This design comes from an exercise in tuning for small area on the open sky130 flow, not from production work.
The RTL was checked by simulation tests, not by an equivalence proof against the original design.
Power figures rest on the tool's default switching activity, not on a simulated workload.

===== design/flow/design.v =====
module transceiver (
    input  logic       clk,
    input  logic       rstn,
    input  logic       mode_in,
    input  logic       rx,
    output logic       tx,
    output logic [7:0] led_detected
);
  localparam logic [15:0] RX_START = 16'h0280;   
  localparam logic [15:0] RX_SAMPLE = 16'ha40e;   
  logic [15:0] rq, rq_n;
  logic r_idle, r_fb, r_go, bit0, step;
  assign r_idle = (~rq[0] & ~rq[1] & ~rq[2] & ~rq[3] & ~rq[4] & ~rq[5] & ~rq[6] & ~rq[7] & ~rq[8] & ~rq[9] & ~rq[10] & ~rq[11] & ~rq[12] & ~rq[13] & ~rq[14]);   
  assign r_go   = r_idle & ~rx;
  assign r_fb   = (rq[15] ^ rq[13] ^ rq[9] ^ rq[4]) & ~r_idle;
  assign rq_n   = {rq[14:0], r_fb} | (r_go ? RX_START : 16'h0);
  always_ff @(posedge clk or negedge rstn)
    if (!rstn) begin
      rq[0] <= 1'b0;
      rq[1] <= 1'b0;
      rq[2] <= 1'b0;
      rq[3] <= 1'b0;
      rq[4] <= 1'b0;
      rq[5] <= 1'b0;
      rq[6] <= 1'b0;
      rq[7] <= 1'b0;
      rq[8] <= 1'b0;
      rq[9] <= 1'b0;
      rq[10] <= 1'b0;
      rq[11] <= 1'b0;
      rq[12] <= 1'b0;
      rq[13] <= 1'b0;
      rq[14] <= 1'b0;
      rq[15] <= 1'b0;
    end else begin
      rq[0] <= rq_n[0];
      rq[1] <= rq_n[1];
      rq[2] <= rq_n[2];
      rq[3] <= rq_n[3];
      rq[4] <= rq_n[4];
      rq[5] <= rq_n[5];
      rq[6] <= rq_n[6];
      rq[7] <= rq_n[7];
      rq[8] <= rq_n[8];
      rq[9] <= rq_n[9];
      rq[10] <= rq_n[10];
      rq[11] <= rq_n[11];
      rq[12] <= rq_n[12];
      rq[13] <= rq_n[13];
      rq[14] <= rq_n[14];
      rq[15] <= rq_n[15];
    end
  always_ff @(posedge clk or negedge rstn)
    if (!rstn) step <= 1'b0;
    else       step <= r_idle & rq[15];   
  always_ff @(posedge clk)
    if ((~rq[0] & rq[1] & rq[2] & rq[3] & ~rq[4] & ~rq[5] & ~rq[6] & ~rq[7] & ~rq[8] & ~rq[9] & rq[10] & ~rq[11] & ~rq[12] & rq[13] & ~rq[14] & rq[15])) bit0 <= rx;   
  logic [2:0] ds, ds_n;
  logic o_det, n_det;
  always_comb begin
    case (ds)
      3'd0: begin ds_n = bit0 ? 3'd0 : 3'd1; end   
      3'd1: begin ds_n = bit0 ? 3'd2 : 3'd1; end   
      3'd2: begin ds_n = bit0 ? 3'd3 : 3'd1; end   
      3'd3: begin ds_n = bit0 ? 3'd0 : 3'd4; end   
      3'd4: begin ds_n = bit0 ? 3'd5 : 3'd1; end   
      3'd5: begin ds_n = bit0 ? 3'd6 : 3'd1; end   
      3'd6: begin ds_n = bit0 ? 3'd0 : 3'd7; end   
      3'd7: begin ds_n = bit0 ? 3'd2 : 3'd1; end   
      default: ds_n = 3'bx;
    endcase
  end
  assign n_det = (ds == 3'd4);
  assign o_det = (ds == 3'd4) | (ds == 3'd7);
  always_ff @(posedge clk)
    if (!rstn)     ds <= 3'd0;
    else if (step) ds <= ds_n;
  logic mode, mode_q, out;
  always_ff @(posedge clk or negedge rstn) begin
    if (!rstn) begin
      mode   <= 1'b0;
      mode_q <= 1'b1;
    end else begin
      if (!mode_in && mode_q) mode <= ~mode;
      mode_q <= mode_in;
    end
  end
  assign out = mode ? o_det : n_det;
  assign led_detected = {8{out}};
  localparam logic [12:0] TX_START = 13'h06d7;
  logic [12:0] cq;
  logic c_end, c_load, c_idle;
  logic [3:0] ts, ts_n;
  assign c_end  = (cq[0] & ~cq[1] & ~cq[2] & ~cq[3] & ~cq[6] & ~cq[7] & ~cq[10] & ~cq[11] & ~cq[12]);   
  always_ff @(posedge clk)
    cq <= c_load ? TX_START : {cq[11:0], cq[12] ^ cq[3]};
  assign c_load = (ts == 4'd2) | (ts == 4'd3) | c_end;
  always_comb begin
    ts_n = 4'bx;
    tx = 1'bx;
    case (ts)
      4'd2: begin ts_n = out ? 4'd3 : 4'd2; tx = 1'b1; end   
      4'd3: begin ts_n = 4'd4; tx = 1'b1; end   
      4'd4: begin ts_n = c_end ? 4'd5 : 4'd4; tx = 1'b0; end   
      4'd5: begin ts_n = c_end ? 4'd6 : 4'd5; tx = 1'b0; end   
      4'd6: begin ts_n = c_end ? 4'd7 : 4'd6; tx = 1'b0; end   
      4'd7: begin ts_n = c_end ? 4'd8 : 4'd7; tx = 1'b1; end   
      4'd8: begin ts_n = c_end ? 4'd9 : 4'd8; tx = 1'b0; end   
      4'd9: begin ts_n = c_end ? 4'd10 : 4'd9; tx = 1'b0; end   
      4'd10: begin ts_n = c_end ? 4'd11 : 4'd10; tx = 1'b0; end   
      4'd11: begin ts_n = c_end ? 4'd12 : 4'd11; tx = 1'b1; end   
      4'd12: begin ts_n = c_end ? 4'd13 : 4'd12; tx = 1'b0; end   
      4'd13: begin ts_n = c_end ? 4'd14 : 4'd13; tx = 1'b1; end   
      4'd14: begin ts_n = c_end ? 4'd15 : 4'd14; tx = 1'b1; end   
      4'd15: begin ts_n = c_end ? 4'd0 : 4'd15; tx = 1'b1; end   
      4'd0: begin ts_n = c_end ? 4'd2 : 4'd0; tx = 1'b1; end   
      default: ;
    endcase
  end
  always_ff @(posedge clk or negedge rstn)
    if (!rstn) ts <= 4'd2;
    else       ts <= ts_n;
endmodule

===== design/flow/flow/run.sh =====
#!/bin/bash
# Standard ORFS layout with two changes: the port buffers are the smallest
# buffer (buf_1) and the clock tree uses clkbuf_4 without dummy loads.
set -euo pipefail
bash standard.sh \
  "BUFFER_PORTS_ARGS=-buffer_cell sky130_fd_sc_hd__buf_1" \
  "CTS_ARGS=-sink_clustering_enable -repair_clock_nets -dont_use_dummy_load -buf_list sky130_fd_sc_hd__clkbuf_4 -root_buf sky130_fd_sc_hd__clkbuf_4" \
  finish > make_finish.log 2>&1

===== design/flow/standard.sh =====
#!/bin/bash
# synth_recipe.tcl (not shown) runs the flow's synth.tcl, then flattens the netlist and writes it again
# the make line also repeats each setting of config.mk as NAME=value (left out here)
make -C /OpenROAD-flow-scripts/flow DESIGN_CONFIG=/design/flow/config.mk WORK_HOME=/design/flow/orfs CLKGATE_MAP_FILE= SYNTH_SCRIPT=/design/flow/synth_recipe.tcl "${@:-finish}"

===== design/flow/config.mk =====
export PLATFORM = sky130hd
export DESIGN_NAME = transceiver
export DESIGN_NICKNAME = transceiver
export VERILOG_FILES = /design/flow/design.v
export SDC_FILE = /design/flow/constraint.sdc
export NUM_CORES = 4
export LEC_CHECK = 0
export CAP_MARGIN = 20
export CORE_MARGIN = 2
export CORE_UTILIZATION = 40
export SLEW_MARGIN = 20

===== design/flow/constraint.sdc =====
create_clock -name core_clock -period 20.0 [get_ports {clk}]
set_input_delay 4.0000 -clock core_clock [delete_from_list [all_inputs] [get_ports {clk}]]
set_output_delay 4.0000 -clock core_clock [all_outputs]
set_load 0.01 [all_outputs]

==> flow_metrics.tcl, run 1 <==
set metrics [dict create \
    period_share 0.284 \
    arrival_ps 1670 \
    max_cap_viol_count 0 \
    clk_pin_slew_worst_paths_ps 110 \
    setup_tns_ps 0 \
    p_leak_nw 0.620 \
    layout.nets 142 \
    grtUsageMet3 0.0531 \
    top_usage_layer "met2" \
    cts_setup_buffers 0 \
    min_path_type "reg -> reg" \
    die_area_mm2 0.00424 \
    track_usage 0.134 \
    final_util 0.432 \
    synth-seq-cells 40 \
    cts_buffer_depth 2 \
    hold_start "rq[7]" \
    synth_cell_types 37 \
    numCtsBuffers 5 \
    stdcell_count 184 \
    grt_pass1_vias 888 \
    final_hold_viol_count 0 \
    synth_edf_count 1 \
    ys_seq_area_frac 0.621 \
    final_common_cell "dfrtp_1" \
    grt_pass1_wl_mm 4.13 \
    hpwlAfterDp_mm 1.61 \
    drive_gt1_frac 0.0735 \
    start_util 0.412 \
    rows 22 \
    core_area_mm2 0.00363 \
    outcome "complete, no violations" \
    relSlewSlack 0.643 \
    synth_nets 134 \
    worstPathMaxFanout 10 \
    cts_tree "yes" \
    cts_root_buf "clkbuf_4" \
    drtIter0Drc 102 \
    gr-usage-met1 0.165 \
    antenna_found_initial 0 \
    start_kind "flop" \
    criticalPathCategory "reg -> out" \
    fp.dieW_um 65.1 \
    insertion_delay_ps 330 \
    clock_skew_ps 16.2 \
    syn_to_final_growth_pct 5.02 \
    antennaDiodeCount 0 \
    port_buffers 12 \
    wl_per_cell_um 12.2 \
    final_cell_mix "dfrtp_1, dfxtp_1, buf_1, nand2b_1, nor2_1" \
    vias 916 \
    synthCells 130 \
    grt_max_degree 27 \
    die_h_um 65.1 \
    worstMarginPinSlew_ps 534 \
    period_minus_slack_ps 5670 \
    overflow 0 \
    startpoint "ts[3]" \
    clkSinkCount 40 \
    avgSynthCellArea_um2 11.5 \
    syn_area_mm2 0.00150 \
    drt_wl_total_mm 2.24 \
    cts_hold_repair.buffers 0 \
    postRouteAntennaNets 0 \
    grt_setup_unrepaired "no" \
    crit_path_end_kind "output pin" \
    setup_violations 0 \
    drt_first_pass_iters 4 \
    ys.warnings.count 1 \
    slew_violations 0 \
    synthArstFlopShare 0.575 \
    postCtsResizedCells 0 \
    fmax_mhz 176 \
    synth_ff_type "dfrtp_1" \
    dp.cells 179 \
    io_pins 13 \
    r2r-start "rq[2]" \
    grtUsageMet2 0.200 \
    drc 0 \
    required_ps 16000 \
    power_density_mw_per_mm2 138 \
    htree_levels 2 \
    ir_drop_mv 0.0360 \
    globalplace.congestion 0.777 \
    detail_route.vias_per_cell 4.98 \
]
==> synth_stat cells (3+ instances only) <==
| library cell | instances | area [um2] |
|---|---|---|
| a21oi_1 | 4 | 20.0 |
| and3_1 | 3 | 18.8 |
| clkbuf_1 | 4 | 15.0 |
| nor2_1 | 7 | 26.3 |
| dfrtp_1 | 21 | 526 |
| a21boi_0 | 3 | 22.5 |
| inv_1 | 3 | 11.3 |
| dfxtp_1 | 16 | 320 |
| o21ai_0 | 5 | 25.0 |
| nand3_1 | 3 | 15.0 |
| buf_4 | 8 | 60.1 |
| nand2_1 | 4 | 15.0 |
| and2_1 | 4 | 25.0 |
| nor4_1 | 3 | 18.8 |
| nand2b_1 | 8 | 50.1 |
| xnor2_1 | 6 | 52.6 |
==> flip-flops by register name (all words and copies together), names as in the netlist <==
register  count
cq           13
ts            4
bit0          1
ds            3
rq           16
step          1
mode_q        1
mode          1
==> through the flow <==
| stage | power [mW] | hold slack (ps) | setup WS [ps] | area [um2] |
|---|---|---|---|---|
| after floorplan | 0.170 | 354 | 14890 | 1500 |
| final | 0.216 | 390 | 14330 | 1570 |
| after global placement | 0.182 | 362 | 14740 | 1530 |
| after detailed placement | 0.185 | 366 | 14700 | 1530 |
| after CTS | 0.221 | 394 | 14300 | 1570 |
| after global routing | 0.235 | 411 | 14120 | 1570 |
==> critical path: stages, from the launching register on <==
cell      delay, ps
dfrtp_1         450
nor2_1          450
inv_1            80
o221ai_1        180
buf_1           170
==> layer usage <==
metal | vias up | routed length (um)
met5 | - | 0
met4 | 0 | 51
met3 | 5 | 107
met2 | 18 | 1060
met1 | 430 | 1030
li1 | 463 | -
==> cells by family (layout without fill, tap and decap cells) <==
family,after synthesis,after routing,synth area share
AOI/OAI and AO/OA,26,26,0.120
xor gates and xnor gates,6,6,0.0351
buffers and inverters,15,21,0.0577
DFF,40,40,0.621
muxes,2,2,0.0134
and+or+nand+nor,41,41,0.153
==> power breakdown <==
group | switching [mW] | internal [mW]
Combinational | 0.0203 | 0.0232
Sequential | 0.0234 | 0.116
Clock | 0.0219 | 0.0118
==> path summary, 6_finish.rpt <==
| check | slack, ps | to | cells past startpoint |
|---|---|---|---|
| max | 14330 | tx | 4 |
| min | 390 | rq[8] | 0 |
| max reg2reg | 18490 | rq[9] | 3 |
| min reg2reg | 390 | rq[8] | 0 |
| max in group asynchronous | 16080 | mode_q | 2 |
| min in group asynchronous | 3630 | ts[0] | 2 |
==> area by class of cell <==
class                      count  area, um2
sequential                    40        928
timing repair buffer          13       52.6
tap                           48       60.1
multi-input combinational     75        480
inverter                       3       11.3
clock buffer                   5       37.5
fill                         354       2060
==> inputs of run 2 (changes only) <==
--- a/design/flow/design.v
+++ b/design/flow/design.v
@@ -59,21 +59,21 @@
   logic o_det, n_det;
   always_comb begin
     case (ds)
-      3'd0: begin ds_n = bit0 ? 3'd0 : 3'd1; end   
-      3'd1: begin ds_n = bit0 ? 3'd2 : 3'd1; end   
-      3'd2: begin ds_n = bit0 ? 3'd3 : 3'd1; end   
-      3'd3: begin ds_n = bit0 ? 3'd0 : 3'd4; end   
-      3'd4: begin ds_n = bit0 ? 3'd5 : 3'd1; end   
-      3'd5: begin ds_n = bit0 ? 3'd6 : 3'd1; end   
-      3'd6: begin ds_n = bit0 ? 3'd0 : 3'd7; end   
-      3'd7: begin ds_n = bit0 ? 3'd2 : 3'd1; end   
+      3'd3: begin ds_n = bit0 ? 3'd3 : 3'd4; end   
+      3'd4: begin ds_n = bit0 ? 3'd0 : 3'd4; end   
+      3'd0: begin ds_n = bit0 ? 3'd5 : 3'd4; end   
+      3'd5: begin ds_n = bit0 ? 3'd3 : 3'd7; end   
+      3'd7: begin ds_n = bit0 ? 3'd2 : 3'd4; end   
+      3'd2: begin ds_n = bit0 ? 3'd1 : 3'd4; end   
+      3'd1: begin ds_n = bit0 ? 3'd3 : 3'd6; end   
+      3'd6: begin ds_n = bit0 ? 3'd0 : 3'd4; end   
       default: ds_n = 3'bx;
     endcase
   end
-  assign n_det = (ds == 3'd4);
-  assign o_det = (ds == 3'd4) | (ds == 3'd7);
+  assign n_det = (ds == 3'd7);
+  assign o_det = (ds == 3'd7) | (ds == 3'd6);
   always_ff @(posedge clk)
-    if (!rstn)     ds <= 3'd0;
+    if (!rstn)     ds <= 3'd3;
     else if (step) ds <= ds_n;
   logic mode, mode_q, out;
   always_ff @(posedge clk or negedge rstn) begin
@@ -94,30 +94,15 @@
   assign c_end  = (cq[0] & ~cq[1] & ~cq[2] & ~cq[3] & ~cq[6] & ~cq[7] & ~cq[10] & ~cq[11] & ~cq[12]);   
   always_ff @(posedge clk)
     cq <= c_load ? TX_START : {cq[11:0], cq[12] ^ cq[3]};
-  assign c_load = (ts == 4'd2) | (ts == 4'd3) | c_end;
-  always_comb begin
-    ts_n = 4'bx;
-    tx = 1'bx;
+  logic ts_adv;
+  assign c_load = (ts == 4'd15) | (ts == 4'd14) | c_end;
+  assign ts_adv = c_end | ((ts == 4'd15) & out) | (ts == 4'd14);
+  always_ff @(posedge clk or negedge rstn)
+    if (!rstn)       ts <= 4'd15;
+    else if (ts_adv) ts <= {ts[2:0], ts[3] ^ ts[2]};
+  always_comb
     case (ts)
-      4'd2: begin ts_n = out ? 4'd3 : 4'd2; tx = 1'b1; end   
-      4'd3: begin ts_n = 4'd4; tx = 1'b1; end   
-      4'd4: begin ts_n = c_end ? 4'd5 : 4'd4; tx = 1'b0; end   
-      4'd5: begin ts_n = c_end ? 4'd6 : 4'd5; tx = 1'b0; end   
-      4'd6: begin ts_n = c_end ? 4'd7 : 4'd6; tx = 1'b0; end   
-      4'd7: begin ts_n = c_end ? 4'd8 : 4'd7; tx = 1'b1; end   
-      4'd8: begin ts_n = c_end ? 4'd9 : 4'd8; tx = 1'b0; end   
-      4'd9: begin ts_n = c_end ? 4'd10 : 4'd9; tx = 1'b0; end   
-      4'd10: begin ts_n = c_end ? 4'd11 : 4'd10; tx = 1'b0; end   
-      4'd11: begin ts_n = c_end ? 4'd12 : 4'd11; tx = 1'b1; end   
-      4'd12: begin ts_n = c_end ? 4'd13 : 4'd12; tx = 1'b0; end   
-      4'd13: begin ts_n = c_end ? 4'd14 : 4'd13; tx = 1'b1; end   
-      4'd14: begin ts_n = c_end ? 4'd15 : 4'd14; tx = 1'b1; end   
-      4'd15: begin ts_n = c_end ? 4'd0 : 4'd15; tx = 1'b1; end   
-      4'd0: begin ts_n = c_end ? 4'd2 : 4'd0; tx = 1'b1; end   
-      default: ;
+      4'd15, 4'd14, 4'd2, 4'd6, 4'd10, 4'd5, 4'd11, 4'd7: tx = 1'b1;
+      default: tx = 1'b0;
     endcase
-  end
-  always_ff @(posedge clk or negedge rstn)
-    if (!rstn) ts <= 4'd2;
-    else       ts <= ts_n;
 endmodule
==> run 2 against run 1 <==
Still clean on timing, DRC and antenna. Sequential share of layout area increased by 2.9 points. Sequential power decreased by 19%. Worst setup slack improved by 320 ps. Largest cell class unchanged. Highest routed layer unchanged.
==> flow_metrics.tcl, run 2 <==
set metrics [dict create \
    cp_cell_sequence "inv_1 > o31ai_1 > buf_1" \
    stdcell_count 169 \
    min_path_type "reg -> reg" \
    synth-seq-cells 40 \
    synth_top_area_cell "dfrtp_1" \
    port_buffers 12 \
    hpwlAfterDp_mm 1.40 \
    clk_pin_slew_worst_paths_ps 100 \
    nFillCells 332 \
    crit_path_end_kind "output pin" \
    reg2reg_depth 4 \
    drc 0 \
    globalplace.congestion 0.774 \
    synthArstFlopShare 0.575 \
    period_share 0.268 \
    rows 21 \
    die_area_mm2 0.00404 \
    setup_violations 0 \
    antennaDiodeCount 0 \
    drt_wl_total_mm 2.00 \
    cts_setup_buffers 0 \
    r2r-end "cq[8]" \
    worstPathMaxFanout 3 \
    reg_top3 "rq (16), cq (13), ts (4)" \
    setup_tns_ps 0 \
    synthMostInstantiatedCell "dfrtp_1" \
    criticalPathCategory "reg -> out" \
    grt_setup_unrepaired "no" \
    required_ps 16000 \
    cts_hold_repair.buffers 0 \
    setup_slack_ps 14650 \
    avgSynthCellArea_um2 12.5 \
    hold_start "cq[9]" \
    slew_violations 0 \
    p_leak_nw 0.594 \
    cts_root_buf "clkbuf_4" \
    wl_per_cell_um 11.8 \
    synthCells 114 \
    max_cap_viol_count 0 \
    synth_cell_types 34 \
    layout.nets 130 \
    final_common_cell "dfrtp_1" \
    whs_path_depth 1 \
    htree_levels 2 \
    synth_nets 119 \
    period_minus_slack_ps 5350 \
    drive_gt1_frac 0.122 \
    largest-register "rq" \
    antenna_found_initial 0 \
    outcome "complete, no violations" \
    synth_top_area_frac 0.317 \
    postCtsResizedCells 0 \
    grt_max_degree 27 \
    fp.dieW_um 63.6 \
    overflow 0 \
    cts_buffer_depth 2 \
    largest_reg_flops 16 \
    ys_seq_area_frac 0.656 \
    crit_family "flip-flops" \
    synth_ff_type "dfrtp_1" \
    dp_slack_ps 15000 \
    r2r_setup_slack_ps 18130 \
    arrival_ps 1350 \
    final_cell_mix "dfrtp_1, dfxtp_1, buf_1, nand2b_1, and2_1" \
    final_util 0.447 \
    critical-path-max-stage-delay_ps 550 \
    clock_skew_ps 42.7 \
    numCtsBuffers 5 \
    grt_pass1_wl_mm 3.77 \
    cts_tree "yes" \
    min_to "cq[10]" \
    final_hold_viol_count 0 \
    vias 804 \
    dp.cells 164 \
    core_area_mm2 0.00336 \
    r2r-start "cq[3]" \
    fin_area_mm2 0.00150 \
    ir_drop_mv 0.0564 \
    io_pins 13 \
    insertion_delay_ps 350 \
    syn_to_final_growth_pct 5.81 \
    worstMarginPinSlew_ps 734 \
    relSlewSlack 0.511 \
    start_kind "flop" \
    drt_first_pass_iters 4 \
    clkSinkCount 40 \
    dpl_cell_area_mm2 0.00147 \
    detail_route.vias_per_cell 4.76 \
    synth_area_leaders "dfrtp_1, dfxtp_1, dfstp_2" \
    die_h_um 63.6 \
    cp_num_buf_inv 2 \
    start_util 0.422 \
    synth_edf_count 1 \
    track_usage 0.123 \
    postRouteAntennaNets 0 \
    drtIter0Drc 48 \
    slowest_stage "dfstp_2" \
    syn_area_mm2 0.00142 \
    synth_common_cells "dfrtp_1, dfxtp_1, buf_4, nand2b_1, and2_1" \
    grt_pass1_vias 863 \
    ys.warnings.count 1 \
    fmax_mhz 187 \
    power_density_mw_per_mm2 108 \
]
-- run 2: cell count changes in the layout (fill, tap and decap cells not counted), moves of 2 or more --
cell	before	now
a21boi_0	3	0
o21ai_0	5	3
nor2_1	7	4
inv_1	3	5
a31oi_1	0	2
and3_1	3	0
a21oi_1	4	2
dfstp_2	2	5
mux2i_1	2	0
and2_1	4	6
o21a_1	2	0
dfrtp_1	21	18
-- run 2: layer usage --
metal	vias to the layer above	GRT usage	wire length, um
li1	400	-	-
met1	379	0.146	983
met2	19	0.182	859
met3	6	0.0643	110
met4	0	0.0652	46
met5	-	0	0
-- run 2: layout make-up --
cell class	count	area (um2)	share of cell area
inverter	5	18.8	0.0125
clock buffer	5	37.5	0.0250
timing repair buffer	13	52.6	0.0350
tap	46	57.6	0.0383
sequential	40	932	0.620
multi-input combinational	60	404	0.269
-- run 2: how the worst max path moves through the flow --
stage	cells past startpoint	slack, ps	to	start
3_3_place_gp	3	15030	tx	ts[0]
4_1_cts	3	14620	tx	ts[0]
6_report	3	14650	tx	ts[0]
2_1_floorplan	2	15060	tx	ts[0]
5_1_grt	3	14520	tx	ts[0]
3_5_place_dp	3	15000	tx	ts[0]
-- run 2: cells by family (layout without fill, tap and decap cells) --
family / after synthesis / after routing / synth area share
muxes: 1 / 1 / 0.00793
and+or+nand+nor: 38 / 38 / 0.165
xor gates and xnor gates: 5 / 5 / 0.0308
AOI/OAI and AO/OA: 15 / 15 / 0.0722
DFF: 40 / 40 / 0.656
buffers and inverters: 14 / 23 / 0.0590
adders and majority gates: 1 / 1 / 0.00881
-- run 2: per-stage QoR --
| stage | total power [mW] | hold WS [ps] |
|---|---|---|
| floorplan | 0.123 | 354 |
| global placement | 0.129 | 363 |
| detailed placement | 0.130 | 365 |
| CTS | 0.165 | 384 |
| global route | 0.175 | 406 |
| finish | 0.162 | 381 |
-- run 2: power by group --
part           internal, mW  total, mW  switching [mW]
clock network        0.0118     0.0334          0.0217
registers            0.0987      0.112          0.0133
logic               0.00939     0.0167         0.00735
total                 0.120      0.162          0.0423

re-timing with driven ports:
In the flow no input, the clock included, has a driving cell. The finished layouts below were timed again as built, in two steps. Step 1 (the two cells are an assumption about what drives the block):
set clk [get_ports {clk}]
set_driving_cell -lib_cell sky130_fd_sc_hd__clkbuf_16 $clk
set_driving_cell -lib_cell sky130_fd_sc_hd__buf_2 [delete_from_list [all_inputs] $clk]
Step 2 times the ports against the registers' clock, not the clock port: input delays grow and output delays shrink by t, the midpoint of the rising clock arrivals with the driver on. Slacks: ideal / step 1 / step 2; pairs: ideal / step 1.
run	t, ns	setup slack, ns	hold WS [ns]	clock arrival spread, ns
run 1	0.349	14.326 / 14.304 / 14.653	0.390 / 0.390 / 0.390	0.016 / 0.016
run 2	0.347	14.646 / 14.624 / 14.971	0.381 / 0.381 / 0.381	0.044 / 0.043
After both steps setup and hold are still met in every run listed.
